From an optimization exercise on the open Yosys and OpenROAD flow, aimed at small area and a short achievable clock period; shortcuts taken in it are not production practice.
Where RTL was checked, it was by simulation tests only, not by an equivalence proof against the original.
Function not checked in run 1: the RTL went through the layout flow alone.
Power and IR drop assume default switching activity.

## flow/design.v (module list and top-level ports; edited modules follow where they fit)
// module fa: 4 lines
// module ha: 4 lines
// module top_fp_mul_N32_M23_E8: 1289 lines
module top_fp_mul_N32_M23_E8(input  wire clk,
                             input  wire [31:0] a1,
                             input  wire [31:0] b1,
                             output wire [31:0] y);
  // ...
==> flow/flow/run.sh <==
#!/bin/bash
bash standard.sh MATCH_CELL_FOOTPRINT=0 "BUFFER_PORTS_ARGS=-buffer_cell sky130_fd_sc_hd__buf_2" finish > standard.log 2>&1
==> flow/standard.sh <==
#!/bin/bash
# synth_recipe.tcl (not shown) runs the flow's synth.tcl, then flattens the netlist and writes it again
# the make line also repeats each setting of config.mk as NAME=value (left out here)
make -C /OpenROAD-flow-scripts/flow DESIGN_CONFIG=/design/flow/config.mk WORK_HOME=/design/flow/orfs CLKGATE_MAP_FILE= SYNTH_SCRIPT=/design/flow/synth_recipe.tcl "${@:-finish}"
==> flow/config.mk <==
export PLATFORM = sky130hd
export DESIGN_NAME = top_fp_mul_N32_M23_E8
export DESIGN_NICKNAME = top_fp_mul_N32_M23_E8
export VERILOG_FILES = /design/flow/design.v
export SDC_FILE = /design/flow/constraint.sdc
export NUM_CORES = 4
export LEC_CHECK = 0
export ABC_AREA = 1
export CAP_MARGIN = 20
export CORE_MARGIN = 2
export CORE_UTILIZATION = 40
export SETUP_SLACK_MARGIN = 4.0
export SLEW_MARGIN = 20
export SYNTH_HIERARCHICAL = 1
==> flow/constraint.sdc <==
create_clock -name core_clock -period 8.5 [get_ports {clk}]
set_input_delay 1.7000 -clock core_clock [delete_from_list [all_inputs] [get_ports {clk}]]
set_output_delay 1.7000 -clock core_clock [all_outputs]
set_load 0.01 [all_outputs]
==> metrics.yaml, run 1 <==
timing:
  fmax_mhz: 214.3
  rsz0062_at_grt: "yes"
  final-hold-violation-count: 0
  holdWs_ns: 0.3235
  max_slew_margin_pct: 37.89
  setup_violations: 0
drt:
  drc: 0
  top_layer: "met4"
  vias: 14480
  wl_met1_microns: 22530
  wl_met3_microns: 6302
global_routing:
  grt.met3_usage_pct: 7.566
  grt_use_met1_pct: 32.82
  use_met2_pct: 36.65
  grt_first_pass_wirelength_microns: 84180
power:
  seq_power_share_pct: 12.8
  switching_share_pct: 49.58
  ir_drop_mv: 0.2261
  top_power_group: "combinational cells"
  p_sw_mw: 3.964
yosys:
  synthSimpleGateAreaFrac_pct: 11.19
  synthAdderAreaFrac_pct: 36.97
  synthMuxAreaShare_pct: 0.2616
  synth_compound_area_share_pct: 12.80
worst_setup_path:
  critPathMostFrequentCell: "nand2_2"
  r2r_setup_slack_ns: 4.10
  slowest_stage: "fa_2"
  critical_path_class: "reg -> out"
  crit_family: "adder cells"
  r2r-end: "rx[0]"
  cp.arrival_ns: 2.97
finish:
  multi_input_area_share_pct: 68.73
  n_antenna_cell: 0
  num-multi-input-gates: 1439
  nNonClkBuffers: 175
  clk_share_pct: 3.042
  drive_gt1_share_pct: 18.54
  layout.nonclk_buf_share_pct: 6.161
  fillers: 4120
  seqCellArea_sq_um: 2815
clock_tree:
  path_clk_slew_ns: 0.06
  cts_num_sinks: 140
outcome:
  status: "no timing/DRC/antenna violations"
floorplanning:
  initial_core_util_pct: 40.24
==> run 2: changes to the inputs <==
--- a/flow/design.v
+++ b/flow/design.v
@@ -1228,41 +1228,41 @@
   fa u565 (.a(nneg[9]), .b(ra[18]), .ci(ra[19]), .s(s564), .co(c565));
   fa u567 (.a(pp10[23]), .b(pp11[21]), .ci(s564), .s(s566), .co(c567));
   fa u569 (.a(c559), .b(s566), .ci(c561), .s(s568), .co(c569));
   fa u571 (.a(n10), .b(c565), .ci(pp10[24]), .s(s570), .co(c571));
   fa u573 (.a(pp11[22]), .b(c567), .ci(s570), .s(s572), .co(c573));
   fa u575 (.a(nneg[10]), .b(ra[20]), .ci(ra[21]), .s(s574), .co(c575));
   fa u577 (.a(pp11[23]), .b(s574), .ci(c571), .s(s576), .co(c577));
   fa u579 (.a(n11), .b(c575), .ci(pp11[24]), .s(s578), .co(c579));
-  wire [16:0] lx = {c123, c109, c95, s92, c71, c61, c51, s48, c35, s32, s26, s20, s16, c13, pp1[0], pp0[1], neg[0]};
-  wire [16:0] ly = {s138, s122, s108, s94, s82, s70, s60, s50, s42, s34, s28, s22, s18, s14, s12, 1'b0, pp0[0]};
-  wire [17:0] lsum = {1'b0, lx} + {1'b0, ly};
-  wire [5:0] mx = {c231, c211, c191, s188, c155, c139};
-  wire [5:0] my = {s250, s230, s210, s190, s172, s154};
+  wire [18:0] lx = {c155, c139, c123, c109, c95, s92, c71, c61, c51, s48, c35, s32, s26, s20, s16, c13, pp1[0], pp0[1], neg[0]};
+  wire [18:0] ly = {s172, s154, s138, s122, s108, s94, s82, s70, s60, s50, s42, s34, s28, s22, s18, s14, s12, 1'b0, pp0[0]};
+  wire [19:0] lsum = {1'b0, lx} + {1'b0, ly};
+  wire [3:0] mx = {c231, c211, c191, s188};
+  wire [3:0] my = {s250, s230, s210, s190};
   wire [24:0] hx = {c579, c577, c573, c569, c563, c557, c549, c541, c531, c521, c509, c497, c483, c469, c453, c437, c419, c401, c381, c361, c339, c317, c295, c273, s272};
   wire [23:0] hy = {n11, s578, s576, s572, s568, s562, s556, s548, s540, s530, s520, s508, s496, s482, s468, s452, s436, s418, s400, s380, s360, s338, s316, s294};
   reg  [24:0] rx;           
   reg  [23:0] ry;
-  reg  [5:0] rmx, rmy;     
+  reg  [3:0] rmx, rmy;     
   reg         rcj, rS2, rs2;
   reg  [7:0]  re2;
   always @(posedge clk) begin
     rx   <= hx;
     ry   <= hy;
     rmx  <= mx;
     rmy  <= my;
-    rcj  <= lsum[17];
+    rcj  <= lsum[19];
     rS2  <= rS;
     rs2  <= rs;
     re2  <= re;
   end
-  wire [5+1:0] msum = {1'b0, rmx} + {1'b0, rmy} + {{(5+1){1'b0}}, rcj};
-  wire q_p22 = msum[5];
-  wire q_c23 = msum[5+1];
+  wire [3+1:0] msum = {1'b0, rmx} + {1'b0, rmy} + {{(3+1){1'b0}}, rcj};
+  wire q_p22 = msum[3];
+  wire q_c23 = msum[3+1];
   wire r1 = q_p22 | rS2;
   wire r0 = q_p22 & rS2;
   wire q_p0 = rx[0] ^ q_c23;
   wire q_g0 = rx[0] & q_c23;
   wire ci_n  = q_g0;                  
   wire ci_r0 = q_g0 | (q_p0 & r0);
   wire ci_r1 = q_g0 | (q_p0 & r1);
   wire [24:1] p = rx[24:1] ^ ry[23:0];
==> metrics.yaml, run 2 <==
outcome:
  status: "no timing/DRC/antenna violations"
worst_setup_path:
  path_depth: 19
  cp_max_fo: 3
  critical_path_class: "reg -> out"
  crit_family: "simple AND/OR/NAND/NOR gates"
  crit_chain: "ha_4, nand2_1, inv_1, nand2_1, nand2_1, nand2_2, nand2_2, inv_2, fa_2, buf_4, buf_6, nor2_4, nor2_2, nor2_1, nor2_1, xor2_1, nand2_1, nand2_1, buf_6"
  slowest_stage: "fa_2"
  cp.required_ns: 6.80
  critPathMostFrequentCell: "nand2_1"
  reg2reg_depth: 15
  slowest_delay_ns: 0.41
  crit_path_start_kind: "flop"
  cp.arrival_ns: 2.82  # -0.15 ns
  cp_num_buf_inv: 5
  end_kind: "output pin"
timing:
  max_slew_margin_pct: 37.61  # -0.28 points
  worstMarginPinSlew_ns: 0.9348
  period_needed_ns: 4.517
  finalCritPeriodShare_pct: 53.14
  final.setup.tns_ns: 0
  setup_violations: 0  # unchanged
  drv_slew: 0
  final-hold-violation-count: 0  # unchanged
  rsz0062_at_grt: "yes"
  skew_ns: 0.01605
  fmax_mhz: 221.4  # +3.3%
drt:
  postRouteAntennaNets: 0
  wire_per_inst_microns: 21.51
  vias_per_cell: 5.730
  drc: 0  # unchanged
  vias: 14690  # +1.5%
  drtIter0Drc: 1171
  routed_wl_microns: 55140
  dr.pass1.iters: 6
finish:
  final_nets: 2425
  reg.largest.list: "rx: 25 flops, ry: 24 flops, ra: 23 flops"
  regMostFlops: "rx"
  area_growth_pct: 17.76
  n_antenna_cell: 0  # unchanged
  mostFrequentLayoutCells: "xor2_1 (293), fa_1 (265), o22ai_1 (263)"
  drive_gt1_share_pct: 20.10  # +1.6 points
  final_common_cell: "xor2_1"
  largest_register_ffs: 25
yosys:
  synthArstFlopShare_pct: 0
  synth_common_cells: "xor2_1 (295), nand2_1 (294), fa_1 (268), o22ai_1 (263), inv_1 (166)"
  yosysSeqAreaShare_pct: 15.85
  yosys_warnings: 7
  syn_nets: 2335
  synth_area_per_cell_sq_um: 8.940
  synth_area_sq_um: 17180
  synth-seq-cells: 136
  yosysMostFrequentCell: "xor2_1"
  yosys.area.top_type_share_pct: 31.22
  syn_inst: 1922
  synth_edf_count: 0
  synth_flop_cell: "dfxtp_1"
  synth_cell_type_count: 44
  yosys-top-cells-area: "fa_1 (31%), dfxtp_1 (16%), xor2_1 (15%)"
  post-synth-top-area-cell: "fa_1"
clock_tree:
  htree_num_levels: 4
  clk_path_buf_depth: 2
  clk_latency_ns: 0.44
  path_clk_slew_ns: 0.06  # about the same
  cts_num_sinks: 136  # -2.9%
  cts_hold_buf: 0
  cts_tree: "built"
  root_buffer: "clkbuf_16"
  cts_made_buffers: 17
run:
  max-cap-violations: 0
power:
  power_leakage_nw: 8.948
  ir_drop_mv: 0.1939  # -14%
  power_density_nw_per_um2: 428.3
  p_clk_share_pct: 8.4
  p_sw_mw: 4.260  # +7.5%
  seq_power_share_pct: 12.0  # -0.8 points
  p_total_mw: 8.666
  pwr-share-comb_pct: 79.6
  p_int_mw: 4.406
  switching_share_pct: 49.16  # -0.42 points
placed_design:
  hpwl_microns: 37460
  port_buffers: 96
  gp_congestion: 0.8832
floorplanning:
  core_sq_um: 42130
  die_w_microns: 211.3
  die_area_sq_um: 44630
  initial_core_util_pct: 40.78  # +0.54 points
  rows: 75
  die_h_microns: 211.3
  ioPinCount: 97
global_routing:
  antenna_found_initial: 1
  grt_use_total_pct: 24.43
  grt_max_degree: 27
  grt.overflow.total: 0
  grt_pass1_vias: 14830
  grt_first_pass_wirelength_microns: 83750  # -0.51%
worst_hold_path:
  hp-class: "reg -> reg"
  hold_depth: 0
==> run 2: area by class of cell <==
type,instances,area (sq um)
inverter,181,733.2
sequential,136,2745
tap,539,674.4
timing repair inverter,11,57.56
fill,3901,21900
timing repair buffer,189,1358
multi-input combinational,1476,14080
clock buffer,19,442.9
clock inverter,13,145.1
==> run 2: logic make-up after synthesis <==
group / count (synthesis) / share of synthesized area, %
compound gates: 361 / 12.79
xor+xnor: 303 / 15.44
fa+ha+maj: 348 / 37.05
buf+inv: 321 / 7.369
flops: 136 / 15.85
mux: 4 / 0.2621
simple gates: 449 / 11.24
==> run 2: path summary, 6_finish.rpt <==
path           from     end  slack (ns)
max          rmy[2]    y[7]        3.98
min           re[0]  re2[0]        0.32
max reg2reg  two[1]     rcj        4.05
min reg2reg   re[0]  re2[0]        0.32
==> run 2: worst reg2reg max path, stage by stage, from the launching register on <==
cell and delay [ns]:
dfxtp_1 0.47, clkinvlp_4 0.26, o22ai_1 0.19, xor2_1 0.24, fa_1 0.50, fa_1 0.46, fa_1 0.55, fa_1 0.42
ha_1 0.32, ha_1 0.30, nand2_1 0.05, inv_1 0.06, nand3_1 0.10, nor3_1 0.24, o2111ai_1 0.15, nand3_1 0.09
==> run 2: layer usage <==
metal  part of all wire, %  track usage (%)  wire [microns]  up-vias
met5                     0                0               0        -
met4                   4.2            10.81            2333        0
met3                   9.3            5.917            5133      145
met2                    44            37.48           24520      851
met1                    42            32.78           23150     7208
li1                      -                -               -     6488
==> run 2: per-module statistics from Yosys (local to each module, per instance) <==
module / cell area (sq um) / cells / times used
fa: 20.02 / 1 / 264
ha: 12.51 / 1 / 20
top_fp_mul_N32_M23_E8: 11650 / 1638 / 1
==> run 2: stage by stage <==
step | hold WS, ns | instances | setup WS (ns) | util [%] | cell area, sq um
6_report | 0.3248 | 2564 | 3.983 | 48.02 | 20230
5_1_grt | 0.3328 | 2564 | 3.804 | 48.02 | 20230
4_1_cts | 0.3250 | 2509 | 3.972 | 45.38 | 19120
3_5_place_dp | 0.3121 | 2456 | 3.751 | 42.82 | 18040
3_3_place_gp | 0.3124 | 2456 | 3.800 | 42.82 | 18040
2_1_floorplan | 0.3096 | 1922 | 4.229 | - | 17180
==> run 2: timing repair <==
action                                  CTS  global route
endpoints found under the setup margin   33            37
gates resized for setup                  72           148
gates cloned                             13            10
setup buffers                             8            45
pin swaps                                16            67
==> run 2: power groups by stage <==
stage / clock (mW) / sequential [mW] / combinational [mW]
finish: 0.729 / 1.04 / 6.90
global route: 0.768 / 1.06 / 7.79
CTS: 0.744 / 0.988 / 6.20
detailed placement: 0 / 0.991 / 5.77
global placement: 0 / 0.986 / 5.62
floorplan: 0 / 0.966 / 4.18
==> run 3: changes to the inputs <==
--- a/flow/config.mk
+++ b/flow/config.mk
@@ -11,4 +11,4 @@
 export CORE_UTILIZATION = 40
-export SETUP_SLACK_MARGIN = 4.0
-export SLEW_MARGIN = 20
+export SETUP_SLACK_MARGIN = 3.5
+export SLEW_MARGIN = 70
 export SYNTH_HIERARCHICAL = 1
==> metrics.yaml, run 3 <==
outcome:
  status: "no timing/DRC/antenna violations"
worst_setup_path:
  slowest_stage: "ha_1"
  cp.arrival_ns: 2.99  # +0.17 ns
  cp_num_buf_inv: 2  # -3
  crit_chain: "ha_1, nand2_2, nor2_4, inv_2, nor2_2, nand2_1, nand2_2, nand3_4, nand2_4, nand2_2, nand2_4, nand2_1, o21ai_1, buf_2"
  crit_path_start_kind: "flop"
  critPathMostFrequentCell: "nand2_2"
  end_kind: "output pin"
  cp_max_fo: 26  # +23
  slowest_delay_ns: 0.43  # +0.02 ns
  critical_path_class: "reg -> out"
  crit_family: "simple AND/OR/NAND/NOR gates"
  cp.required_ns: 6.80  # about the same
timing:
  skew_ns: 0.01161  # -0.004442 ns
  setup_violations: 0  # unchanged
  rsz0062_at_grt: "yes"
  period_needed_ns: 4.689  # +0.1722 ns
  finalWorstSetupSlack_ns: 3.811  # -0.1721 ns
  drv_slew: 0  # unchanged
  worstMarginPinSlew_ns: 0.4264  # -0.5085 ns
  finalCritPeriodShare_pct: 55.17  # +2.0 points
  final-hold-violation-count: 0  # unchanged
  max_slew_margin_pct: 71.55  # +34 points
  fmax_mhz: 213.3  # -3.7%
  final.setup.tns_ns: 0  # unchanged
  holdWs_ns: 0.3235  # -0.001356 ns
yosys:
  yosysSeqAreaShare_pct: 15.85  # unchanged
  synth_area_sq_um: 17180  # unchanged
  yosysMostFrequentCell: "xor2_1"
  synth_edf_count: 0  # unchanged
  yosys_warnings: 7  # unchanged
  post-synth-top-area-cell: "fa_1"
  syn_nets: 2335  # unchanged
  synth_area_per_cell_sq_um: 8.940  # unchanged
  synth_flop_cell: "dfxtp_1"
  yosys-top-cells-area: "fa_1 (31%), dfxtp_1 (16%), xor2_1 (15%)"
  yosys.area.top_type_share_pct: 31.22  # unchanged
  synth_cell_type_count: 44  # unchanged
  synthArstFlopShare_pct: 0  # unchanged
  syn_inst: 1922  # unchanged
  synth_common_cells: "xor2_1 (295), nand2_1 (294), fa_1 (268), o22ai_1 (263), inv_1 (166)"
  synth-seq-cells: 136  # unchanged
clock_tree:
  cts_num_sinks: 136  # unchanged
  cts_tree: "built"
  root_buffer: "clkbuf_16"
  cts_hold_buf: 0  # unchanged
  path_clk_slew_ns: 0.06  # about the same
  clk_latency_ns: 0.44  # about the same
  clk_path_buf_depth: 2  # unchanged
  cts_made_buffers: 17  # unchanged
  htree_num_levels: 4  # unchanged
drt:
  wl_met3_microns: 5001  # -2.6%
  top_layer: "met4"
  dr.pass1.iters: 5  # -1
  routed_wl_microns: 51290  # -7.0%
  drtIter0Drc: 1231  # +5.1%
  postRouteAntennaNets: 0  # unchanged
  vias: 13980  # -4.9%
  drc: 0  # unchanged
  wire_per_inst_microns: 20.62  # -4.1%
  vias_per_cell: 5.619  # -1.9%
  wl_met1_microns: 22240  # -4.0%
  wl_met2_microns: 22380  # -8.7%
power:
  p_int_mw: 3.744  # -15%
  seq_power_share_pct: 13.1  # +1.1 points
  ir_drop_mv: 0.1969  # +1.6%
  p_total_mw: 7.496  # -13%
  p_clk_share_pct: 10.0  # +1.6 points
  switching_share_pct: 50.06  # +0.90 points
  pwr-share-comb_pct: 77.0  # -2.6 points
  power_leakage_nw: 8.492  # -5.1%
  p_sw_mw: 3.752  # -12%
  power_density_nw_per_um2: 399.3  # -6.8%
placed_design:
  hpwl_microns: 37380  # -0.23%
  port_buffers: 96  # unchanged
  gp_congestion: 0.8832  # unchanged
  pre_cts_slack_ns: 4.028  # +0.2772 ns
finish:
  drive_gt1_share_pct: 12.21  # -7.9 points
  mostFrequentLayoutCells: "nand2_1 (293), xor2_1 (289), fa_1 (267)"
  final_nets: 2349  # -3.1%
  reg.largest.list: "rx: 25 flops, ry: 24 flops, ra: 23 flops"
  n_antenna_cell: 0  # unchanged
  final_common_cell: "nand2_1"
  largest_register_ffs: 25  # unchanged
  area_growth_pct: 9.270
  regMostFlops: "rx"
  fillers: 4034  # +3.4%
floorplanning:
  ioPinCount: 97  # unchanged
  die_h_microns: 211.3  # unchanged
  rows: 75  # unchanged
  initial_core_util_pct: 40.78  # unchanged
  core_sq_um: 42130  # unchanged
  die_w_microns: 211.3  # unchanged
  die_area_sq_um: 44630  # unchanged
global_routing:
  grt.overflow.total: 0  # unchanged
  antenna_found_initial: 0  # -1
  grt_max_degree: 37  # +37%
  grt_use_total_pct: 23.64  # -0.79 points
  grt_pass1_vias: 14510  # -2.1%
  grt_first_pass_wirelength_microns: 81480  # -2.7%
worst_hold_path:
  hp-class: "reg -> reg"
run:
  max-cap-violations: 0  # unchanged
[run 3: cell counts after synthesis]
No cell type changed its count.
[run 3: cell families (layout without fill, tap and decap cells)]
group,after synthesis,count (layout),synth area share [%]
AO/OA/AOI/OAI,361,361,12.79
XOR/XNOR,303,303,15.44
adder cells (fa/ha/maj),348,348,37.05
buffers and inverters,321,348,7.369
flip-flops,136,136,15.85
multiplexers,4,4,0.2621
AND/OR/NAND/NOR,449,449,11.24
[run 3: cell type report]
cell class	count	area [sq um]	share of cell area, %
inverters	181	711.9	3.792
multi-input cells	1465	13260	70.61
clock buffers	20	446.7	2.379
clock inverters	12	150.1	0.7997
repair buffers	135	810.8	4.318
flip-flops and latches	136	2725	14.51
well taps	539	674.4	3.592
[run 3: through the flow]
stage	utilization [%]	area, sq um	std cells
finish	44.56	18780	2488
global route	44.56	18780	2488
CTS	44.50	18750	2488
detailed placement	43.09	18150	2456
global placement	42.82	18040	2456
floorplan	-	17180	1922
[run 3: final timing paths]
path                              from      to  slack (ns)  cells past startpoint
worst max-delay path             rx[9]    y[0]        3.81                     14
worst min-delay path             re[4]  re2[4]        0.32                      0
worst max register to register  one[2]     rcj        4.00                     15
worst min register to register   re[4]  re2[4]        0.32                      0
[run 3: power groups by stage]
stage | registers [mW] | clock network [mW] | logic [mW]
floorplan | 0.966 | 0 | 4.18
global placement | 0.986 | 0 | 5.62
detailed placement | 0.993 | 0 | 5.78
CTS | 0.980 | 0.764 | 5.83
global route | 0.995 | 0.786 | 6.69
finish | 0.978 | 0.747 | 5.77
[run 3: metal layers]
metal | track usage (%) | vias up
met4 | 9.058 | 0
li1 | - | 6320
met3 | 5.992 | 107
met5 | 0 | -
met1 | 32.35 | 6785
met2 | 35.98 | 767
[run 3: per-module statistics from Yosys, one instance, submodules excluded]
| module | times used | flip-flops and latches |
|---|---|---|
| fa | 264 | 0 |
| ha | 20 | 0 |
| top_fp_mul_N32_M23_E8 | 1 | 136 |
[run 3: timing repair]
| action | in CTS | in global routing |
|---|---|---|
| buffers inserted | 0 | 0 |
| endpoints found under the hold margin | 0 | 0 |
| gates resized for setup | 0 | 4 |
| endpoints found under the setup margin | 0 | 6 |
==> run 4: changes to the inputs <==
--- a/flow/config.mk
+++ b/flow/config.mk
@@ -11,3 +11,3 @@
 export CORE_UTILIZATION = 40
-export SETUP_SLACK_MARGIN = 3.5
+export SETUP_SLACK_MARGIN = 3.75
 export SLEW_MARGIN = 70
==> metrics.yaml, run 4 <==
yosys:
  yosysMostFrequentCell: "xor2_1"
  synth_flop_cell: "dfxtp_1"
  yosys-top-cells-area: "fa_1 (31%), dfxtp_1 (16%), xor2_1 (15%)"
  synth-seq-cells: 136  # unchanged
  yosys.area.top_type_share_pct: 31.22  # unchanged
  synth_common_cells: "xor2_1 (295), nand2_1 (294), fa_1 (268), o22ai_1 (263), inv_1 (166)"
  post-synth-top-area-cell: "fa_1"
  syn_nets: 2335  # unchanged
  syn_inst: 1922  # unchanged
  synth_cell_type_count: 44  # unchanged
  yosysSeqAreaShare_pct: 15.85  # unchanged
  synth_edf_count: 0  # unchanged
  synthArstFlopShare_pct: 0  # unchanged
  yosys_warnings: 7  # unchanged
  synth_area_sq_um: 17180  # unchanged
  synth_area_per_cell_sq_um: 8.940  # unchanged
timing:
  finalCritPeriodShare_pct: 54.15  # -1.0 points
  fmax_mhz: 217.3  # +1.9%
  period_needed_ns: 4.603  # -0.08611 ns
  finalWorstSetupSlack_ns: 3.897  # +0.08611 ns
  final.setup.tns_ns: 0  # unchanged
  final-hold-violation-count: 0  # unchanged
  drv_slew: 0  # unchanged
  max_slew_margin_pct: 71.28  # -0.27 points
  worstMarginPinSlew_ns: 0.4304  # +0.004054 ns
  rsz0062_at_grt: "no"
  setup_violations: 0  # unchanged
  skew_ns: 0.01276  # +0.001153 ns
finish:
  largest_register_ffs: 25  # unchanged
  n_antenna_cell: 0  # unchanged
  regMostFlops: "rx"
  stdcell_count: 2493  # +0.20%
  seqCellArea_sq_um: 2725  # unchanged
  area_growth_pct: 9.939
  drive_gt1_share_pct: 13.00  # +0.79 points
  mostFrequentLayoutCells: "nand2_1 (289), xor2_1 (289), fa_1 (267)"
  fillers: 4026  # -0.20%
  design_area_sq_um: 18890  # +0.61%
  reg.largest.list: "rx: 25 flops, ry: 24 flops, ra: 23 flops"
  final_nets: 2354  # +0.21%
  multi_input_area_sq_um: 13340  # +0.64%
drt:
  vias_per_cell: 5.629  # +0.18%
  postRouteAntennaNets: 0  # unchanged
  routed_wl_microns: 51720  # +0.84%
  vias: 14030  # +0.39%
  drc: 0  # unchanged
  wire_per_inst_microns: 20.75  # +0.64%
  dr.pass1.iters: 6  # +1
  drtIter0Drc: 1345  # +9.3%
worst_setup_path:
  cp.arrival_ns: 2.90  # -0.09 ns
  cp.required_ns: 6.80  # about the same
  critPathMostFrequentCell: "nand2_1"
  crit_chain: "ha_1, nand2_1, nand2_1, a21oi_2, nand2_4, nand2_1, nand2_4, nand3_4, nand3_2, nand2_4, nand2_1, nand2_1, buf_2"
  slowest_delay_ns: 0.38  # -0.05 ns
  cp_max_fo: 13  # -50%
  slowest_stage: "ha_1"
  end_kind: "output pin"
  crit_path_start_kind: "flop"
  critical_path_class: "reg -> out"
floorplanning:
  die_h_microns: 211.3  # unchanged
  die_w_microns: 211.3  # unchanged
  die_area_sq_um: 44630  # unchanged
  rows: 75  # unchanged
  initial_core_util_pct: 40.78  # unchanged
  core_sq_um: 42130  # unchanged
  ioPinCount: 97  # unchanged
power:
  p_total_mw: 7.616  # +1.6%
  ir_drop_mv: 0.1966  # -0.15%
  power_density_nw_per_um2: 403.1  # +0.97%
  p_clk_share_pct: 9.8  # -0.2 points
  pwr-share-comb_pct: 77.3  # +0.3 points
  seq_power_share_pct: 12.9  # -0.2 points
  switching_share_pct: 50.01  # about the same
  p_int_mw: 3.807  # +1.7%
  power_leakage_nw: 8.523  # +0.36%
  p_sw_mw: 3.808  # +1.5%
clock_tree:
  path_clk_slew_ns: 0.06  # about the same
  clk_latency_ns: 0.44  # about the same
  clk_path_buf_depth: 2  # unchanged
  cts_num_sinks: 136  # unchanged
  cts_tree: "built"
  cts_hold_buf: 0  # unchanged
  root_buffer: "clkbuf_16"
  cts_made_buffers: 17  # unchanged
  htree_num_levels: 4  # unchanged
placed_design:
  gp_congestion: 0.8832  # unchanged
  port_buffers: 96  # unchanged
  dp_cells: 2456  # unchanged
  dpl_cell_area_sq_um: 18150  # unchanged
  hpwl_microns: 37380  # unchanged
  pre_cts_slack_ns: 4.028  # unchanged
global_routing:
  grt.overflow.total: 0  # unchanged
  antenna_found_initial: 0  # unchanged
  grt_pass1_vias: 14510  # +0.028%
  grt_use_total_pct: 23.65  # about the same
  grt_max_degree: 37  # unchanged
  grt_first_pass_wirelength_microns: 81500  # about the same
outcome:
  status: "no timing/DRC/antenna violations"
run:
  max-cap-violations: 0  # unchanged
worst_hold_path:
  hp-class: "reg -> reg"
run 4: power by group through the flow:
stage | clock, mW | sequential [mW] | combinational, mW
floorplan | 0 | 0.966 | 4.18
global placement | 0 | 0.986 | 5.62
detailed placement | 0 | 0.993 | 5.78
CTS | 0.764 | 0.980 | 5.86
global route | 0.786 | 0.998 | 6.80
finish | 0.748 | 0.981 | 5.89
run 4: critical path: cells and delay by family, from the launching register on:
kind	cells	cell delay [ns]
simple gates	10	1.37
fa+ha+maj	1	0.38
flops	1	0.30
compound gates	1	0.29
buf+inv	1	0.13
run 4: final timing paths:
check | start | end | slack, ns | cells past startpoint
setup / recovery | rx[6] | y[13] | 3.90 | 13
hold / removal | re[4] | re2[4] | 0.32 | 0
setup reg to reg | one[2] | rcj | 4.04 | 15
hold reg to reg | re[4] | re2[4] | 0.32 | 0
run 4: layer usage:
metal | global-route usage [%] | share of wire (%)
met1 | 32.35 | 43
met2 | 36.01 | 44
met3 | 5.992 | 9.9
met4 | 9.058 | 3.2
met5 | 0 | 0
run 4: metrics by stage:
step | utilization (%) | hold WS, ns
after detailed placement | 43.09 | 0.3138
after global placement | 42.82 | 0.3124
final | 44.83 | 0.3235
after CTS | 44.55 | 0.3244
after floorplan | - | 0.3096
after global routing | 44.83 | 0.3300
run 4: area by class of cell:
cell class,count,area share (%)
Clock buffer,20,2.365
Timing Repair Buffer,139,4.451
Multi-Input combinational cell,1466,70.63
Inverter,181,3.769
Sequential cell,136,14.43
Clock inverter,12,0.7948
Tap cell,539,3.570
run 4: kinds of logic (layout without fill, tap and decap cells):
| kind of cell | count (synthesis) | after routing | share of synthesized area (%) |
|---|---|---|---|
| AO/OA/AOI/OAI | 361 | 361 | 12.79 |
| XOR/XNOR | 303 | 303 | 15.44 |
| adder cells (fa/ha/maj) | 348 | 348 | 37.05 |
| buffers and inverters | 321 | 352 | 7.369 |
| flip-flops | 136 | 136 | 15.85 |
| multiplexers | 4 | 4 | 0.2621 |
| AND/OR/NAND/NOR | 449 | 450 | 11.24 |
run 4: timing repair:
| action | 4_1_cts | 5_1_grt |
|---|---|---|
| pin swaps | 0 | 3 |
| setup buffers | 0 | 4 |
| gates resized for setup | 6 | 15 |
| endpoints found under the setup margin | 7 | 28 |
| gates cloned | 0 | 1 |
run 4: per-module statistics from Yosys, one instance, submodules excluded:
module,area [sq um],flops+latches,copies in the design,cells inside
ha,12.51,0,20,1
top_fp_mul_N32_M23_E8,11650,136,1,1638
fa,20.02,0,264,1
==> run 5: changes to the inputs <==
--- a/flow/config.mk
+++ b/flow/config.mk
@@ -11,2 +11,4 @@
 export CORE_UTILIZATION = 40
+export CTS_CLUSTER_SIZE = 40
+export PLACE_DENSITY = 0.9
 export SETUP_SLACK_MARGIN = 3.75
==> metrics.yaml, run 5 <==
outcome:
  status: "no timing/DRC/antenna violations"
yosys:
  synthMuxAreaShare_pct: 0.2621  # unchanged
  synthSimpleGateAreaFrac_pct: 11.24  # unchanged
  synthAdderAreaFrac_pct: 37.05  # unchanged
  yosysMostFrequentCell: "xor2_1"
  post-synth-top-area-cell: "fa_1"
  synthArstFlopShare_pct: 0  # unchanged
  synth_area_sq_um: 17180  # unchanged
  synth_flop_cell: "dfxtp_1"
  synth_cell_type_count: 44  # unchanged
  synth_top_family_by_area: "adder cells"
  yosysSeqAreaShare_pct: 15.85  # unchanged
  synth_area_per_cell_sq_um: 8.940  # unchanged
  synth_common_cells: "xor2_1 (295), nand2_1 (294), fa_1 (268), o22ai_1 (263), inv_1 (166)"
  yosys.area.top_type_share_pct: 31.22  # unchanged
  syn_inst: 1922  # unchanged
  yosys_warnings: 7  # unchanged
  synth-seq-cells: 136  # unchanged
  yosys-top-cells-area: "fa_1 (31%), dfxtp_1 (16%), xor2_1 (15%)"
  synth-xor-area-share_pct: 15.44  # unchanged
  synth_compound_area_share_pct: 12.79  # unchanged
  syn_nets: 2335  # unchanged
  synth_edf_count: 0  # unchanged
clock_tree:
  cts_made_buffers: 17  # unchanged
  root_buffer: "clkbuf_16"
  path_clk_slew_ns: 0.07  # about the same
  htree_num_levels: 4  # unchanged
  clk_latency_ns: 0.43  # about the same
  clk_path_buf_depth: 2  # unchanged
  cts_tree: "built"
  cts_num_sinks: 136  # unchanged
run:
  max-cap-violations: 0  # unchanged
finish:
  largest_register_ffs: 25  # unchanged
  final_nets: 2351  # -0.13%
  regMostFlops: "rx"
  drive_gt1_share_pct: 12.71  # -0.29 points
  mostFrequentLayoutCells: "nand2_1 (292), xor2_1 (288), fa_1 (267)"
  fin_util_pct: 44.70  # -0.14 points
  stdcell_count: 2490  # -0.12%
  area_growth_pct: 9.605
  n_antenna_cell: 0  # unchanged
  reg.largest.list: "rx: 25 flops, ry: 24 flops, ra: 23 flops"
  final_common_cell: "nand2_1"
timing:
  final.setup.tns_ns: 0  # unchanged
  final-hold-violation-count: 0  # unchanged
  worstMarginPinSlew_ns: 0.4461  # +0.01564 ns
  finalWorstSetupSlack_ns: 3.901  # +0.003910 ns
  drv_slew: 0  # unchanged
  period_needed_ns: 4.599  # -0.003910 ns
  fmax_mhz: 217.4  # about the same
  rsz0062_at_grt: "no"
  finalCritPeriodShare_pct: 54.11  # about the same
  setup_violations: 0  # unchanged
  max_slew_margin_pct: 70.16  # -1.1 points
  skew_ns: 0.01076  # -0.001995 ns
power:
  p_int_mw: 3.838  # +0.82%
  switching_share_pct: 52.08  # +2.1 points
  seq_power_share_pct: 12.4  # -0.5 points
  power_leakage_nw: 8.509  # -0.17%
  power_density_nw_per_um2: 425.3  # +5.5%
  pwr-share-comb_pct: 78.2  # +0.9 points
  p_total_mw: 8.009  # +5.2%
  p_sw_mw: 4.171  # +9.5%
  p_clk_share_pct: 9.5  # -0.3 points
  ir_drop_mv: 0.2251  # +15%
global_routing:
  grt_first_pass_wirelength_microns: 85940  # +5.4%
  grt_max_degree: 37  # unchanged
  grt_pass1_vias: 15870  # +9.4%
  grt_use_total_pct: 24.68  # +1.0 points
  antenna_found_initial: 0  # unchanged
  grt.overflow.total: 0  # unchanged
worst_setup_path:
  crit_path_start_kind: "flop"
  slowest_stage: "fa_1"
  cp.arrival_ns: 2.90  # about the same
  cp.required_ns: 6.80  # about the same
  crit_family: "adder cells"
  slowest_delay_ns: 0.40  # +0.02 ns
  critical_path_class: "reg -> out"
  end_kind: "output pin"
  cp_num_buf_inv: 2  # +1
  cp_max_fo: 11  # -2
  crit_chain: "ha_1, nand2_1, inv_1, nand2_1, nand2_1, nand2_1, nand2_1, ha_1, nand2_4, nand2_4, fa_1, xnor2_1, o21ai_2, buf_2"
  critPathMostFrequentCell: "nand2_1"
floorplanning:
  die_h_microns: 211.3  # unchanged
  die_w_microns: 211.3  # unchanged
  ioPinCount: 97  # unchanged
  rows: 75  # unchanged
  initial_core_util_pct: 40.78  # unchanged
  core_sq_um: 42130  # unchanged
  die_area_sq_um: 44630  # unchanged
placed_design:
  gp_congestion: 0.9993  # +13%
  dp_cells: 2456  # unchanged
  pre_cts_slack_ns: 3.947  # -0.08037 ns
  port_buffers: 96  # unchanged
  hpwl_microns: 38810  # +3.8%
drt:
  vias_per_cell: 6.194  # +10%
  wire_per_inst_microns: 22.39  # +7.9%
  drc: 0  # unchanged
  dr.pass1.iters: 22  # +16
  drtIter0Drc: 2452  # +82%
  postRouteAntennaNets: 0  # unchanged
  vias: 15420  # +9.9%
  routed_wl_microns: 55750  # +7.8%
worst_hold_path:
  hp-class: "reg -> reg"
-- run 5: cell count changes in the layout (fill, tap and decap cells not counted), moves of 2 or more --
cell	change
ha_1	+2
nand2_2	-3
clkbuf_1	-2
clkinv_8	+2
buf_4	-2
bufinv_16	-2
inv_8	+5
clkinv_2	-5
nand2_1	+3
inv_6	+4
-- run 5: area by class of cell --
| cell class | instances | area (sq um) |
|---|---|---|
| clock buffer | 17 | 425.4 |
| clock inverter | 15 | 177.7 |
| fill | 3761 | 23300 |
| inverter | 181 | 713.2 |
| multi-input combinational | 1466 | 13300 |
| sequential | 136 | 2725 |
| tap | 539 | 674.4 |
| timing repair buffer | 136 | 814.5 |
-- run 5: kinds of logic (layout without fill, tap and decap cells) --
family / after synthesis / count (layout)
mux: 4 / 4
compound gates: 361 / 361
buf+inv: 321 / 349
simple gates: 449 / 450
fa+ha+maj: 348 / 348
xor+xnor: 303 / 303
flops: 136 / 136
-- run 5: repair_timing --
action / in CTS / in global routing
buffers inserted: 0 / 1
gates resized for setup: 2 / 10
cloned: 0 / 1
pin swaps: 0 / 3
hold buffers: 0 / 0
endpoints found under the hold margin: 0 / 0
setup endpoints to repair: 4 / 31
-- run 5: power groups by stage --
stage	Sequential [mW]	Clock (mW)	Combinational, mW
after floorplan	0.966	0	4.18
after detailed placement	0.999	0	5.95
after global placement	0.984	0	5.52
final	0.989	0.760	6.26
after CTS	0.987	0.763	6.06
after global routing	1.00	0.792	6.96
-- run 5: worst paths after layout --
kind,from,end,cells past startpoint,slack (ns)
min reg2reg,rs,rs2,0,0.33
max reg2reg,ra[14],rx[0],10,3.96
max,rmx[2],y[1],14,3.90
min,rs,rs2,0,0.33
-- run 5: Yosys stat by module, one instance, submodules excluded --
module / flops+latches / cells inside
top_fp_mul_N32_M23_E8: 136 / 1638
ha: 0 / 1
fa: 0 / 1
-- run 5: layer usage --
layer  up-vias  GRT usage (%)  wire length, microns
met3       418          9.441                  8510
met2      1474          37.69                 23850
li1       6321              -                     -
met5         -              0                    45
met1      7206          29.85                 19600
met4         4          13.94                  3749
-- run 5: through the flow --
stage	hold WS, ns	cell area [sq um]
after floorplan	0.3096	17180
after global placement	0.3104	18040
after detailed placement	0.3135	18140
after CTS	0.3284	18750
after global routing	0.3405	18830
final	0.3269	18830
==> run 6: changes to the inputs <==
--- a/flow/config.mk
+++ b/flow/config.mk
@@ -11,4 +11,4 @@
 export CORE_UTILIZATION = 40
-export CTS_CLUSTER_SIZE = 40
-export PLACE_DENSITY = 0.9
+export CTS_CLUSTER_SIZE = 30
+export PLACE_DENSITY = 0.75
 export SETUP_SLACK_MARGIN = 3.75
==> metrics.yaml, run 6 <==
clock_tree:
  path_clk_slew_ns: 0.07  # about the same
  root_buffer: "clkbuf_16"
  cts_num_sinks: 136  # unchanged
  htree_num_levels: 4  # unchanged
  clk_path_buf_depth: 2  # unchanged
  cts_tree: "built"
  cts_made_buffers: 17  # unchanged
  clk_latency_ns: 0.44  # about the same
finish:
  n_antenna_cell: 0  # unchanged
  fillers: 3892  # +3.5%
  design_area_sq_um: 18820  # about the same
  final_nets: 2350  # -0.043%
  final_common_cell: "nand2_1"
  regMostFlops: "rx"
  largest_register_ffs: 25  # unchanged
  area_growth_pct: 9.532  # about the same
  reg.largest.list: "rx: 25 flops, ry: 24 flops, ra: 23 flops"
  drive_gt1_share_pct: 12.72  # about the same
  mostFrequentLayoutCells: "nand2_1 (291), xor2_1 (289), fa_1 (266)"
placed_design:
  pre_cts_slack_ns: 3.869  # -0.07805 ns
  gp_congestion: 0.9494  # -5.0%
  port_buffers: 96  # unchanged
  dpl_cell_area_sq_um: 18140  # about the same
  hpwl_microns: 37200  # -4.1%
global_routing:
  grt_pass1_vias: 15350  # -3.3%
  grt_use_total_pct: 23.47  # -1.2 points
  grt_first_pass_wirelength_microns: 82110  # -4.5%
  grt.overflow.total: 0  # unchanged
  grt_max_degree: 37  # unchanged
  antenna_found_initial: 0  # unchanged
power:
  seq_power_share_pct: 12.8  # +0.4 points
  power_density_nw_per_um2: 407.4  # -4.2%
  p_total_mw: 7.668  # -4.3%
  switching_share_pct: 51.03  # -1.0 points
  p_clk_share_pct: 9.8  # +0.3 points
  p_int_mw: 3.755  # -2.2%
  p_sw_mw: 3.913  # -6.2%
  pwr-share-comb_pct: 77.4  # -0.8 points
  power_leakage_nw: 8.498  # -0.13%
  ir_drop_mv: 0.2290  # +1.7%
timing:
  final.setup.tns_ns: 0  # unchanged
  fmax_mhz: 220.6  # +1.4%
  finalCritPeriodShare_pct: 53.34  # -0.77 points
  setup_violations: 0  # unchanged
  skew_ns: 0.01908  # +0.008314 ns
  final-hold-violation-count: 0  # unchanged
  worstMarginPinSlew_ns: 0.4347  # -0.01131 ns
  finalWorstSetupSlack_ns: 3.966  # +0.06557 ns
  period_needed_ns: 4.534  # -0.06557 ns
  drv_slew: 0  # unchanged
  max_slew_margin_pct: 71.02  # +0.86 points
  rsz0062_at_grt: "no"
drt:
  postRouteAntennaNets: 0  # unchanged
  drtIter0Drc: 1850  # -25%
  vias_per_cell: 5.883  # -5.0%
  routed_wl_microns: 52090  # -6.6%
  wire_per_inst_microns: 20.93  # -6.5%
  vias: 14640  # -5.1%
  drc: 0  # unchanged
  dr.pass1.iters: 13  # -41%
yosys:
  yosysSeqAreaShare_pct: 15.85  # unchanged
  yosys.area.top_type_share_pct: 31.22  # unchanged
  synth-seq-cells: 136  # unchanged
  yosys_warnings: 7  # unchanged
  post-synth-top-area-cell: "fa_1"
  synthArstFlopShare_pct: 0  # unchanged
  synth_area_per_cell_sq_um: 8.940  # unchanged
  syn_nets: 2335  # unchanged
  yosysMostFrequentCell: "xor2_1"
  syn_inst: 1922  # unchanged
  synth_edf_count: 0  # unchanged
  synth_flop_cell: "dfxtp_1"
  synth_common_cells: "xor2_1 (295), nand2_1 (294), fa_1 (268), o22ai_1 (263), inv_1 (166)"
  synth_cell_type_count: 44  # unchanged
  yosys-top-cells-area: "fa_1 (31%), dfxtp_1 (16%), xor2_1 (15%)"
  synth_area_sq_um: 17180  # unchanged
worst_setup_path:
  slowest_delay_ns: 0.37  # -0.03 ns
  r2r_setup_slack_ns: 4.04  # +0.08 ns
  reg2reg_depth: 15  # +5
  cp_max_fo: 6  # -5
  crit_path_start_kind: "flop"
  crit_family: "adder cells"
  critical_path_class: "reg -> out"
  end_kind: "output pin"
  cp_num_buf_inv: 4  # +2
  crit_chain: "ha_1, a21oi_1, nand2_1, nand2_1, nand2_1, inv_1, fa_2, clkinv_4, buf_4, fa_1, xor2_1, nand2_1, nand2_1, buf_2"
  r2r-end: "rcj"
  cp.required_ns: 6.80  # about the same
  slowest_stage: "fa_1"
  cp.arrival_ns: 2.83  # -0.07 ns
  timing.rr.start: "ra[5]"
  critPathMostFrequentCell: "nand2_1"
floorplanning:
  die_h_microns: 211.3  # unchanged
  rows: 75  # unchanged
  die_w_microns: 211.3  # unchanged
  die_area_sq_um: 44630  # unchanged
  ioPinCount: 97  # unchanged
  initial_core_util_pct: 40.78  # unchanged
  core_sq_um: 42130  # unchanged
worst_hold_path:
  holdPathEnd: "re2[2]"
  hp-start: "re[2]"
  hp-class: "reg -> reg"
  hold_depth: 0  # unchanged
outcome:
  status: "no timing/DRC/antenna violations"
run:
  max-cap-violations: 0  # unchanged
## run 6: cell types whose count changed in the layout (fill, tap and decap cells not counted), sizes merged
cell      delta
clkinvlp     +1
clkinv       +5
nand2        -1
inv          -6
## run 6: logic make-up (layout without fill, tap and decap cells)
family / Yosys count / in the layout / synth area share (%)
AO/OA/AOI/OAI: 361 / 361 / 12.79
XOR/XNOR: 303 / 303 / 15.44
adder cells (fa/ha/maj): 348 / 348 / 37.05
buffers and inverters: 321 / 349 / 7.369
flip-flops: 136 / 136 / 15.85
multiplexers: 4 / 4 / 0.2621
AND/OR/NAND/NOR: 449 / 449 / 11.24
## run 6: stage by stage
stage / std cells / utilization, % / hold slack [ns]
2_1_floorplan: 1922 / - / 0.3096
3_3_place_gp: 2454 / 42.79 / 0.3100
3_5_place_dp: 2454 / 43.06 / 0.3132
4_1_cts: 2486 / 44.47 / 0.3274
5_1_grt: 2489 / 44.67 / 0.3270
6_report: 2489 / 44.67 / 0.3256
## run 6: worst max-delay path by stage
stage                 end     from  depth (start not counted)  slack, ns
floorplan           rx[0]  negr[1]                         10       4.23
global placement     y[1]   rmx[2]                         12       3.94
detailed placement    rcj   ra[14]                         15       3.87
CTS                 y[11]   rmx[2]                         15       3.82
global route        y[20]   rmx[0]                         21       3.76
finish               y[2]   rmx[2]                         14       3.97
## run 6: layout make-up
type                            count  area (sq um)  area share [%]
Sequential cell                   136          2724           14.47
Timing Repair Buffer              136         818.3           4.348
Tap cell                          539         674.4           3.583
Clock buffer                       17         425.4           2.260
Clock inverter                     15         162.7          0.8642
Multi-Input combinational cell   1465         13300           70.66
Inverter                          181         716.9           3.809
## run 6: layer usage
| metal | track usage (%) | share of wire [%] |
|---|---|---|
| met1 | 30.86 | 40 |
| met2 | 35.10 | 42 |
| met3 | 7.166 | 13 |
| met4 | 11.53 | 4.9 |
| met5 | 0 | 0 |
## run 6: power groups by stage
stage / registers [mW] / clock network [mW] / logic (mW)
finish: 0.982 / 0.749 / 5.94
CTS: 0.983 / 0.756 / 5.86
floorplan: 0.966 / 0 / 4.18
global placement: 0.985 / 0 / 5.56
global route: 0.999 / 0.783 / 6.78
detailed placement: 0.996 / 0 / 5.80
## run 6: repair_timing
| action | 4_1_cts | 5_1_grt |
|---|---|---|
| gates resized for setup | 3 | 9 |
| hold buffers | 0 | 0 |
| setup endpoints to repair | 3 | 26 |
| buffers inserted | 0 | 3 |
| pin swaps | 0 | 2 |
## run 6: modules after synthesis (local to each module, per instance)
module / area [sq um] / times used
top_fp_mul_N32_M23_E8: 11650 / 1
fa: 20.02 / 264
ha: 12.51 / 20
==> run 7: changes to the inputs <==
--- a/flow/config.mk
+++ b/flow/config.mk
@@ -10,6 +10,4 @@
 export CORE_MARGIN = 2
-export CORE_UTILIZATION = 40
-export CTS_CLUSTER_SIZE = 30
-export PLACE_DENSITY = 0.75
-export SETUP_SLACK_MARGIN = 3.75
+export CORE_UTILIZATION = 55
+export SETUP_SLACK_MARGIN = 3.5
 export SLEW_MARGIN = 70
==> metrics.yaml, run 7 <==
outcome:
  status: "no timing/DRC/antenna violations"
yosys:
  synth-seq-cells: 136  # unchanged
  synth_common_cells: "xor2_1 (295), nand2_1 (294), fa_1 (268), o22ai_1 (263), inv_1 (166)"
  syn_nets: 2335  # unchanged
  synth_edf_count: 0  # unchanged
  synth_flop_cell: "dfxtp_1"
  synth_area_per_cell_sq_um: 8.940  # unchanged
  syn_inst: 1922  # unchanged
  yosysMostFrequentCell: "xor2_1"
  synthArstFlopShare_pct: 0  # unchanged
  synth_area_sq_um: 17180  # unchanged
  yosys-top-cells-area: "fa_1 (31%), dfxtp_1 (16%), xor2_1 (15%)"
  yosys.area.top_type_share_pct: 31.22  # unchanged
  yosysSeqAreaShare_pct: 15.85  # unchanged
  yosys_warnings: 7  # unchanged
  post-synth-top-area-cell: "fa_1"
  synth_cell_type_count: 44  # unchanged
worst_setup_path:
  cp_max_fo: 13  # +7
  crit_path_start_kind: "flop"
  slowest_delay_ns: 0.50  # +0.13 ns
  crit_family: "simple AND/OR/NAND/NOR gates"
  end_kind: "output pin"
  slowest_stage: "fa_1"
  critPathMostFrequentCell: "nand2_1"
  r2r-end: "rcj"
  reg2reg_depth: 15  # unchanged
  path_depth: 18  # +4
  cp.arrival_ns: 3.04  # +0.21 ns
  critical_path_class: "reg -> out"
  crit_start: "rmx[2]"
  crit_path_end: "y[20]"
  r2r_setup_slack_ns: 4.00  # -0.04 ns
  cp_num_buf_inv: 2  # -2
  timing.rr.start: "two[2]"
  cp.required_ns: 6.80  # about the same
  crit_chain: "ha_1, a21oi_1, nand2_1, nand2_1, nand3_1, fa_1, clkinv_4, nand2_1, nand3_2, nand2_1, nand2_1, nand2_1, nand2_1, nand2_1, nand2_1, nand2_1, nand2_1, buf_2"
clock_tree:
  cts_made_buffers: 17  # unchanged
  clk_path_buf_depth: 2  # unchanged
  clk_latency_ns: 0.44  # about the same
  cts_num_sinks: 136  # unchanged
  cts_tree: "built"
  root_buffer: "clkbuf_16"
  post_cts_buffers: 0  # unchanged
  path_clk_slew_ns: 0.06  # about the same
  htree_num_levels: 4  # unchanged
  cts_hold_buf: 0  # unchanged
  ctsResizeCount: 0  # -3
global_routing:
  grt.overflow.total: 0  # unchanged
  grt_use_total_pct: 31.71  # +8.2 points
  grt_first_pass_wirelength_microns: 80570  # -1.9%
  grt_pass1_vias: 14360  # -6.4%
  grt_max_degree: 37  # unchanged
  antenna_found_initial: 0  # unchanged
run:
  max-cap-violations: 0  # unchanged
finish:
  multi_input_area_sq_um: 13220  # -0.56%
  largest_register_ffs: 25  # unchanged
  reg.largest.list: "rx: 25 flops, ry: 24 flops, ra: 23 flops"
  mostFrequentLayoutCells: "nand2_1 (293), xor2_1 (292), fa_1 (268)"
  seqCellArea_sq_um: 2729  # +0.18%
  final_nets: 2350  # unchanged
  fillers: 2718  # -30%
  final_common_cell: "nand2_1"
  area_growth_pct: 7.872
  fin_util_pct: 60.44  # +16 points
  regMostFlops: "rx"
  drive_gt1_share_pct: 12.15  # -0.56 points
timing:
  skew_ns: 0.02568  # +0.006604 ns
  final.setup.tns_ns: 0  # unchanged
  period_needed_ns: 4.740  # +0.2062 ns
  fmax_mhz: 211.0  # -4.4%
  worstMarginPinSlew_ns: 0.4871  # +0.05232 ns
  setup_violations: 0  # unchanged
  drv_slew: 0  # unchanged
  max_slew_margin_pct: 67.42  # -3.6 points
  finalCritPeriodShare_pct: 55.76  # +2.4 points
  rsz0062_at_grt: "no"
  final-hold-violation-count: 0  # unchanged
drt:
  vias_per_cell: 5.948  # +1.1%
  drc: 0  # unchanged
  drtIter0Drc: 1286  # -30%
  routed_wl_microns: 51120  # -1.9%
  wire_per_inst_microns: 21.78  # +4.1%
  postRouteAntennaNets: 0  # unchanged
  vias: 13960  # -4.7%
  dr.pass1.iters: 7  # -6
floorplanning:
  die_h_microns: 180.8  # -14%
  die_w_microns: 180.8  # -14%
  core_sq_um: 30670  # -27%
  die_area_sq_um: 32670  # -27%
  initial_core_util_pct: 56.03  # +15 points
  ioPinCount: 97  # unchanged
  rows: 64  # -15%
placed_design:
  port_buffers: 96  # unchanged
  hpwl_microns: 37020  # -0.49%
  gp_congestion: 0.8778  # -7.5%
power:
  power_density_nw_per_um2: 400.0  # -1.8%
  ir_drop_mv: 0.4972  # +120%
  power_leakage_nw: 8.475  # -0.26%
worst_hold_path:
  hp-class: "reg -> reg"
[run 7: cell counts after synthesis]
Identical to the previous run, type by type.
[run 7: cell type report]
| cell class | instances | area share (%) |
|---|---|---|
| inverters | 181 | 3.834 |
| clock buffers | 17 | 2.295 |
| diodes | 1 | 0.01350 |
| clock inverters | 15 | 0.7223 |
| flip-flops and latches | 136 | 14.72 |
| well taps | 396 | 2.673 |
| repair buffers | 136 | 4.394 |
| multi-input cells | 1465 | 71.34 |
[run 7: logic make-up after synthesis]
logic type | Yosys count | share of synthesized area [%]
xor+xnor | 303 | 15.44
buf+inv | 321 | 7.369
simple gates | 449 | 11.24
flops | 136 | 15.85
mux | 4 | 0.2621
fa+ha+maj | 348 | 37.05
compound gates | 361 | 12.79
[run 7: power by group]
group | total, mW | internal [mW] | switching, mW
clock | 0.702 | 0.384 | 0.319
sequential | 0.978 | 0.897 | 0.0812
combinational | 5.73 | 2.38 | 3.36
[run 7: modules after synthesis (local to each module, per instance)]
module	times used	flops+latches	cells	area, sq um
fa	264	0	1	20.02
ha	20	0	1	12.51
top_fp_mul_N32_M23_E8	1	136	1638	11650
[run 7: how the worst min path moves through the flow]
| stage | from | endpoint | slack [ns] | depth (start not counted) |
|---|---|---|---|---|
| 3_3_place_gp | re[0] | re2[0] | 0.31 | 0 |
| 2_1_floorplan | rS | rS2 | 0.31 | 0 |
| 5_1_grt | re[5] | re2[5] | 0.33 | 0 |
| 6_report | re[2] | re2[2] | 0.32 | 0 |
| 3_5_place_dp | re[1] | re2[1] | 0.31 | 0 |
| 4_1_cts | re[4] | re2[4] | 0.33 | 0 |
[run 7: through the flow]
step | cell area, sq um | setup slack, ns | hold WS, ns | instances | power (mW)
after floorplan | 17180 | 4.229 | 0.3096 | 1922 | 5.146
after global placement | 17870 | 3.923 | 0.3095 | 2314 | 6.542
after detailed placement | 17950 | 4.081 | 0.3121 | 2314 | 6.732
after CTS | 18510 | 3.598 | 0.3270 | 2346 | 7.483
after global routing | 18530 | 3.504 | 0.3304 | 2346 | 8.360
final | 18540 | 3.760 | 0.3248 | 2347 | 7.414
[run 7: metal layers]
metal  vias up  wire length (microns)  part of all wire, %  track usage, %
li1       6329                      -                    -               -
met3        91                   4828                  9.4           6.692
met5         -                      0                    0               0
met4         0                   1448                  2.8           11.03
met1      6785                  22070                   43           44.51
met2       754                  22780                   45           48.85
==> run 8: changes to the inputs <==
--- a/flow/config.mk
+++ b/flow/config.mk
@@ -10,5 +10,6 @@
 export CORE_MARGIN = 2
-export CORE_UTILIZATION = 55
+export CORE_UTILIZATION = 60
+export CTS_BUF_LIST = sky130_fd_sc_hd__clkbuf_8
 export SETUP_SLACK_MARGIN = 3.5
-export SLEW_MARGIN = 70
+export SLEW_MARGIN = 20
 export SYNTH_HIERARCHICAL = 1
==> metrics.yaml, run 8 <==
outcome:
  status: "no timing/DRC/antenna violations"
worst_hold_path:
  hp-start: "re[6]"
  holdPathEnd: "re2[6]"
  hold_depth: 0  # unchanged
  hp-class: "reg -> reg"
finish:
  n_antenna_cell: 0  # -1
  area_growth_pct: 6.313
  largest_register_ffs: 25  # unchanged
  mostFrequentLayoutCells: "xor2_1 (295), nand2_1 (293), fa_1 (267)"
  drive_gt1_share_pct: 11.34  # -0.81 points
  reg.largest.list: "rx: 25 flops, ry: 24 flops, ra: 23 flops"
  seqCellArea_sq_um: 2724  # -0.18%
  stdcell_count: 2326  # -0.89%
  regMostFlops: "rx"
  fillers: 2448  # -9.9%
  multi_input_area_sq_um: 13210  # about the same
  final_nets: 2348  # -0.085%
  final_common_cell: "xor2_1"
global_routing:
  grt_pass1_vias: 14720  # +2.5%
  antenna_found_initial: 0  # unchanged
  grt.overflow.total: 0  # unchanged
  grt_use_total_pct: 35.33  # +3.6 points
  grt_max_degree: 37  # unchanged
  grt_first_pass_wirelength_microns: 81940  # +1.7%
timing:
  finalCritPeriodShare_pct: 56.41  # +0.64 points
  period_needed_ns: 4.794  # +0.05474 ns
  worstMarginPinSlew_ns: 1.063  # +0.5761 ns
  rsz0062_at_grt: "yes"
  fmax_mhz: 208.6  # -1.1%
  drv_slew: 0  # unchanged
  max_slew_margin_pct: 29.02  # -38 points
  final.setup.tns_ns: 0  # unchanged
  skew_ns: 0.02190  # -0.003786 ns
  setup_violations: 0  # unchanged
  final-hold-violation-count: 0  # unchanged
  finalWorstSetupSlack_ns: 3.706  # -0.05474 ns
yosys:
  yosys-top-cells-area: "fa_1 (31%), dfxtp_1 (16%), xor2_1 (15%)"
  synth_compound_area_share_pct: 12.79  # unchanged
  synth_flop_cell: "dfxtp_1"
  synth_area_per_cell_sq_um: 8.940  # unchanged
  yosysSeqAreaShare_pct: 15.85  # unchanged
  syn_inst: 1922  # unchanged
  synthAdderAreaFrac_pct: 37.05  # unchanged
  synthArstFlopShare_pct: 0  # unchanged
  synthSimpleGateAreaFrac_pct: 11.24  # unchanged
  yosys_warnings: 7  # unchanged
  synth_area_sq_um: 17180  # unchanged
  synth_top_family_by_area: "adder cells"
  syn_nets: 2335  # unchanged
  synth_cell_type_count: 44  # unchanged
  synth_common_cells: "xor2_1 (295), nand2_1 (294), fa_1 (268), o22ai_1 (263), inv_1 (166)"
  post-synth-top-area-cell: "fa_1"
  yosys.area.top_type_share_pct: 31.22  # unchanged
  synth_edf_count: 0  # unchanged
  synthMuxAreaShare_pct: 0.2621  # unchanged
  synth-seq-cells: 136  # unchanged
  yosysMostFrequentCell: "xor2_1"
  synth-xor-area-share_pct: 15.44  # unchanged
clock_tree:
  clk_path_buf_depth: 2  # unchanged
  cts_tree: "built"
  htree_num_levels: 4  # unchanged
  clk_latency_ns: 0.47  # +0.03 ns
  root_buffer: "clkbuf_8"
  path_clk_slew_ns: 0.10  # +0.04 ns
  cts_made_buffers: 17  # unchanged
  cts_num_sinks: 136  # unchanged
  cts_hold_buf: 0  # unchanged
floorplanning:
  ioPinCount: 97  # unchanged
  die_h_microns: 173.2  # -4.2%
  die_area_sq_um: 30010  # -8.2%
  rows: 61  # -4.7%
  initial_core_util_pct: 61.34  # +5.3 points
  die_w_microns: 173.2  # -4.2%
  core_sq_um: 28010  # -8.7%
drt:
  wire_per_inst_microns: 22.13  # +1.6%
  vias_per_cell: 6.172  # +3.8%
  drc: 0  # unchanged
  postRouteAntennaNets: 0  # unchanged
  routed_wl_microns: 51470  # +0.68%
  dr.pass1.iters: 5  # -2
  drtIter0Drc: 1452  # +13%
  vias: 14360  # +2.9%
worst_setup_path:
  timing.rr.start: "two[4]"
  reg2reg_depth: 15  # unchanged
  critPathMostFrequentCell: "nand2_1"
  crit_chain: "ha_1, a21oi_1, nand2_1, nand2_1, nand3_1, fa_2, clkinvlp_4, nand2_1, nand3_2, nand2_1, nand2_1, nand2_1, nand2_1, nand2_1, nand2_1, nand2_1, nand2_1, buf_2"
  cp_max_fo: 5  # -8
  r2r_setup_slack_ns: 3.71  # -0.29 ns
  cp.arrival_ns: 3.09  # +0.05 ns
  end_kind: "output pin"
  slowest_stage: "fa_2"
  critical_path_class: "reg -> out"
  crit_path_start_kind: "flop"
  slowest_delay_ns: 0.43  # -0.07 ns
  cp.required_ns: 6.80  # about the same
  r2r-end: "rcj"
power:
  power_density_nw_per_um2: 399.8  # about the same
  power_leakage_nw: 8.382  # -1.1%
  ir_drop_mv: 0.5683  # +14%
  p_total_mw: 7.303  # -1.5%
placed_design:
  dp_cells: 2292  # -0.95%
  port_buffers: 96  # unchanged
  gp_congestion: 0.9120  # +3.9%
  pre_cts_slack_ns: 3.708  # -0.3730 ns
  hpwl_microns: 36790  # -0.63%
run:
  max-cap-violations: 0  # unchanged
==> run 8: power breakdown <==
part	internal, mW	leakage [nW]	total (mW)	switching (mW)
logic	2.37	7.04	5.76	3.40
clock network	0.253	0.200	0.566	0.314
registers	0.896	1.15	0.974	0.0786
total	3.51	8.38	7.30	3.79
==> run 8: how the worst max path moves through the flow <==
stage | endpoint | depth (start not counted) | slack, ns | start
final | y[20] | 18 | 3.71 | rmx[2]
after global routing | rcj | 15 | 3.49 | two[4]
after floorplan | rx[0] | 10 | 4.23 | negr[1]
after detailed placement | rcj | 15 | 3.71 | ra[0]
after CTS | y[20] | 18 | 3.59 | rmx[2]
after global placement | y[20] | 18 | 3.84 | rmx[2]
==> run 8: worst max-delay path: cells and delay by family, from the launching register on <==
kind                     cells  cell delay [ns]
AO/OA/AOI/OAI                1             0.21
flip-flops                   1             0.32
AND/OR/NAND/NOR             13             1.12
adder cells (fa/ha/maj)      2             0.73
buffers and inverters        2             0.26
==> run 8: kinds of logic after synthesis <==
group	after synthesis
AO/OA/AOI/OAI	361
XOR/XNOR	303
adder cells (fa/ha/maj)	348
buffers and inverters	321
flip-flops	136
multiplexers	4
AND/OR/NAND/NOR	449
==> run 8: repair_timing <==
item / in CTS / in global routing
resized for setup: 2 / 4
gates cloned: 0 / 0
endpoints found under the setup margin: 8 / 8
setup buffers: 2 / 0
==> run 8: layout make-up <==
type,count,area share (%)
Timing Repair Buffer,134,4.192
Multi-Input combinational cell,1465,72.33
Inverter,181,3.740
Clock buffer,18,1.356
Tap cell,378,2.589
Sequential cell,136,14.91
Clock inverter,14,0.8836
==> run 8: per-module statistics from Yosys, one instance, submodules excluded <==
module,cell area [sq um],cells inside,copies in the design,flops+latches
ha,12.51,1,20,0
top_fp_mul_N32_M23_E8,11650,1638,1,136
fa,20.02,1,264,0
==> run 8: metrics by stage <==
step	hold WS, ns	utilization, %	area [sq um]
6_report	0.3177	65.22	18270
5_1_grt	0.3269	65.22	18270
4_1_cts	0.3160	65.15	18250
3_5_place_dp	0.3128	63.62	17820
3_3_place_gp	0.3102	63.62	17820
2_1_floorplan	0.3096	-	17180
==> run 8: layer usage <==
| layer | global-route usage (%) | share of wire (%) | vias up |
|---|---|---|---|
| met1 | 49.59 | 41 | 6997 |
| met2 | 52.80 | 43 | 936 |
| met3 | 9.276 | 12 | 99 |
| met4 | 13.24 | 2.9 | 0 |
| li1 | - | - | 6325 |
| met5 | 0 | 0 | - |
==> run 9: changes to the inputs <==
--- a/flow/config.mk
+++ b/flow/config.mk
@@ -10,4 +10,3 @@
 export CORE_MARGIN = 2
-export CORE_UTILIZATION = 60
-export CTS_BUF_LIST = sky130_fd_sc_hd__clkbuf_8
+export CORE_UTILIZATION = 40
 export SETUP_SLACK_MARGIN = 3.5
==> metrics.yaml, run 9 <==
global_routing:
  grt_first_pass_wirelength_microns: 80830  # -1.4%
  grt_use_total_pct: 23.44  # -12 points
  grt_pass1_vias: 14530  # -1.3%
  grt.overflow.total: 0  # unchanged
  grt_max_degree: 37  # unchanged
power:
  p_int_mw: 3.730  # +6.2%
  switching_share_pct: 50.22  # -1.7 points
  power_leakage_nw: 8.480  # +1.2%
  ir_drop_mv: 0.1942  # -66%
  pwr-share-comb_pct: 77.2  # -1.7 points
  power_density_nw_per_um2: 401.3  # +0.39%
  p_sw_mw: 3.763  # -0.69%
finish:
  design_area_sq_um: 18670  # +2.2%
  reg.largest.list: "rx: 25 flops, ry: 24 flops, ra: 23 flops"
  regMostFlops: "rx"
  fillers: 4060  # +66%
  mostFrequentLayoutCells: "xor2_1 (295), nand2_1 (293), fa_1 (267)"
  area_growth_pct: 8.651
  drive_gt1_share_pct: 11.48  # +0.13 points
  final_common_cell: "xor2_1"
  largest_register_ffs: 25  # unchanged
  fin_util_pct: 44.31  # -21 points
  n_antenna_cell: 0  # unchanged
  stdcell_count: 2491  # +7.1%
worst_setup_path:
  cp.arrival_ns: 2.98  # -0.11 ns
  critical_path_class: "reg -> out"
  end_kind: "output pin"
  cp.required_ns: 6.80  # about the same
  cp_max_fo: 6  # +1
clock_tree:
  path_clk_slew_ns: 0.06  # -0.04 ns
  cts_num_sinks: 136  # unchanged
  clk_path_buf_depth: 2  # unchanged
  cts_tree: "built"
  clk_latency_ns: 0.45  # -0.02 ns
  root_buffer: "clkbuf_16"
  cts_made_buffers: 17  # unchanged
timing:
  final-hold-violation-count: 0  # unchanged
  fmax_mhz: 213.5  # +2.4%
  period_needed_ns: 4.683  # -0.1114 ns
  worstMarginPinSlew_ns: 0.9282  # -0.1350 ns
  setup_violations: 0  # unchanged
  finalCritPeriodShare_pct: 55.09  # -1.3 points
  rsz0062_at_grt: "no"
  max_slew_margin_pct: 38.05  # +9.0 points
yosys:
  synth_area_per_cell_sq_um: 8.940  # unchanged
  synthArstFlopShare_pct: 0  # unchanged
  synth_cell_type_count: 44  # unchanged
  syn_nets: 2335  # unchanged
  synth_edf_count: 0  # unchanged
  yosys_warnings: 7  # unchanged
  synth_flop_cell: "dfxtp_1"
  post-synth-top-area-cell: "fa_1"
  yosysMostFrequentCell: "xor2_1"
  synth_area_sq_um: 17180  # unchanged
  yosys.area.top_type_share_pct: 31.22  # unchanged
placed_design:
  hpwl_microns: 37460  # +1.8%
  port_buffers: 96  # unchanged
  gp_congestion: 0.8832  # -3.2%
drt:
  drtIter0Drc: 1272  # -12%
  routed_wl_microns: 51220  # -0.49%
  vias_per_cell: 5.621  # -8.9%
  wire_per_inst_microns: 20.56  # -7.1%
  dr.pass1.iters: 7  # +2
  vias: 14000  # -2.5%
floorplanning:
  ioPinCount: 97  # unchanged
  rows: 75  # +23%
  initial_core_util_pct: 40.78  # -21 points
  die_h_microns: 211.3  # +22%
  die_area_sq_um: 44630  # +49%
  die_w_microns: 211.3  # +22%
outcome:
  status: "no timing/DRC/antenna violations"
## run 9: changes by cell type in the layout (fill, tap and decap cells not counted), sizes merged
cell	before	now
buf	134	138
bufinv	1	2
inv	186	183
clkbuf	18	19
clkinvlp	3	4
## run 9: per-layer routing
layer,track usage (%),routed length [microns],vias to the layer above
li1,-,-,6316
met1,31.95,22140,6824
met2,36.09,22510,739
met3,5.590,4870,123
met4,8.936,1694,0
met5,0,0,-
## run 9: kinds of logic after synthesis
| kind of cell | count (synthesis) | synth area share (%) |
|---|---|---|
| and+or+nand+nor | 449 | 11.24 |
| DFF | 136 | 15.85 |
| buffers and inverters | 321 | 7.369 |
| xor gates and xnor gates | 303 | 15.44 |
| adders and majority gates | 348 | 37.05 |
| muxes | 4 | 0.2621 |
| AOI/OAI and AO/OA | 361 | 12.79 |
## run 9: Yosys stat by module (local to each module, per instance)
module                 cells  area (sq um)  times used
ha                         1         12.51          20
top_fp_mul_N32_M23_E8   1638         11650           1
fa                         1         20.02         264
## run 9: worst max-delay path, stage by stage, from the launching register on
cell        delay (ns)
dfxtp_1           0.30
ha_1              0.30
a21oi_1           0.18
nand2_1           0.08
nand2_1           0.09
nand3_1           0.10
fa_2              0.43
clkinvlp_4        0.15
nand2_1           0.08
nand3_2           0.13
inv_1             0.05
o21ai_0           0.18
xor2_1            0.16
nand2_1           0.06
nand2_1           0.11
buf_2             0.14
## run 9: per-stage QoR
stage / hold slack, ns / worst slack [ns] / power [mW]
floorplan: 0.3096 / 4.229 / 5.146
global placement: 0.3124 / 3.800 / 6.603
detailed placement: 0.3121 / 3.751 / 6.757
CTS: 0.3250 / 3.531 / 7.542
global route: 0.3318 / 3.555 / 8.414
finish: 0.3240 / 3.817 / 7.493
## run 9: worst paths after layout
check / startpoint / to / slack (ns) / cells after the start
max reg2reg: one[2] / rcj / 3.83 / 15
min reg2reg: re[2] / re2[2] / 0.32 / 0
max: rmx[2] / y[11] / 3.82 / 15
min: re[2] / re2[2] / 0.32 / 0
## run 9: power by group through the flow
stage               registers (mW)  clock network (mW)  logic [mW]
detailed placement           0.991                   0        5.77
floorplan                    0.966                   0        4.18
CTS                          0.978               0.744        5.82
global placement             0.986                   0        5.62
finish                       0.977               0.730        5.79
global route                 0.994               0.767        6.65
## run 9: final cells by class
type | count | area (sq um) | area share, %
multi-input cells | 1465 | 13200 | 70.73
flip-flops and latches | 136 | 2724 | 14.59
repair buffers | 138 | 795.8 | 4.262
inverters | 181 | 683.2 | 3.659
well taps | 539 | 674.4 | 3.612
clock buffers | 19 | 442.9 | 2.372
clock inverters | 13 | 145.1 | 0.7774
## run 9: repair_timing
action / CTS / global route
resized for setup: 2 / 4
endpoints found under the hold margin: 0 / 0
setup endpoints to repair: 5 / 9
setup buffers: 0 / 3

Re-timed with assumed drivers on the ports (clkbuf_16 on the clock, buf_2 on other inputs), run 9 has 3.761 ns of setup slack against 3.817 ns with ideal ports, and 3.833 ns once port delays also move by the mid clock arrival of 0.494 ns.
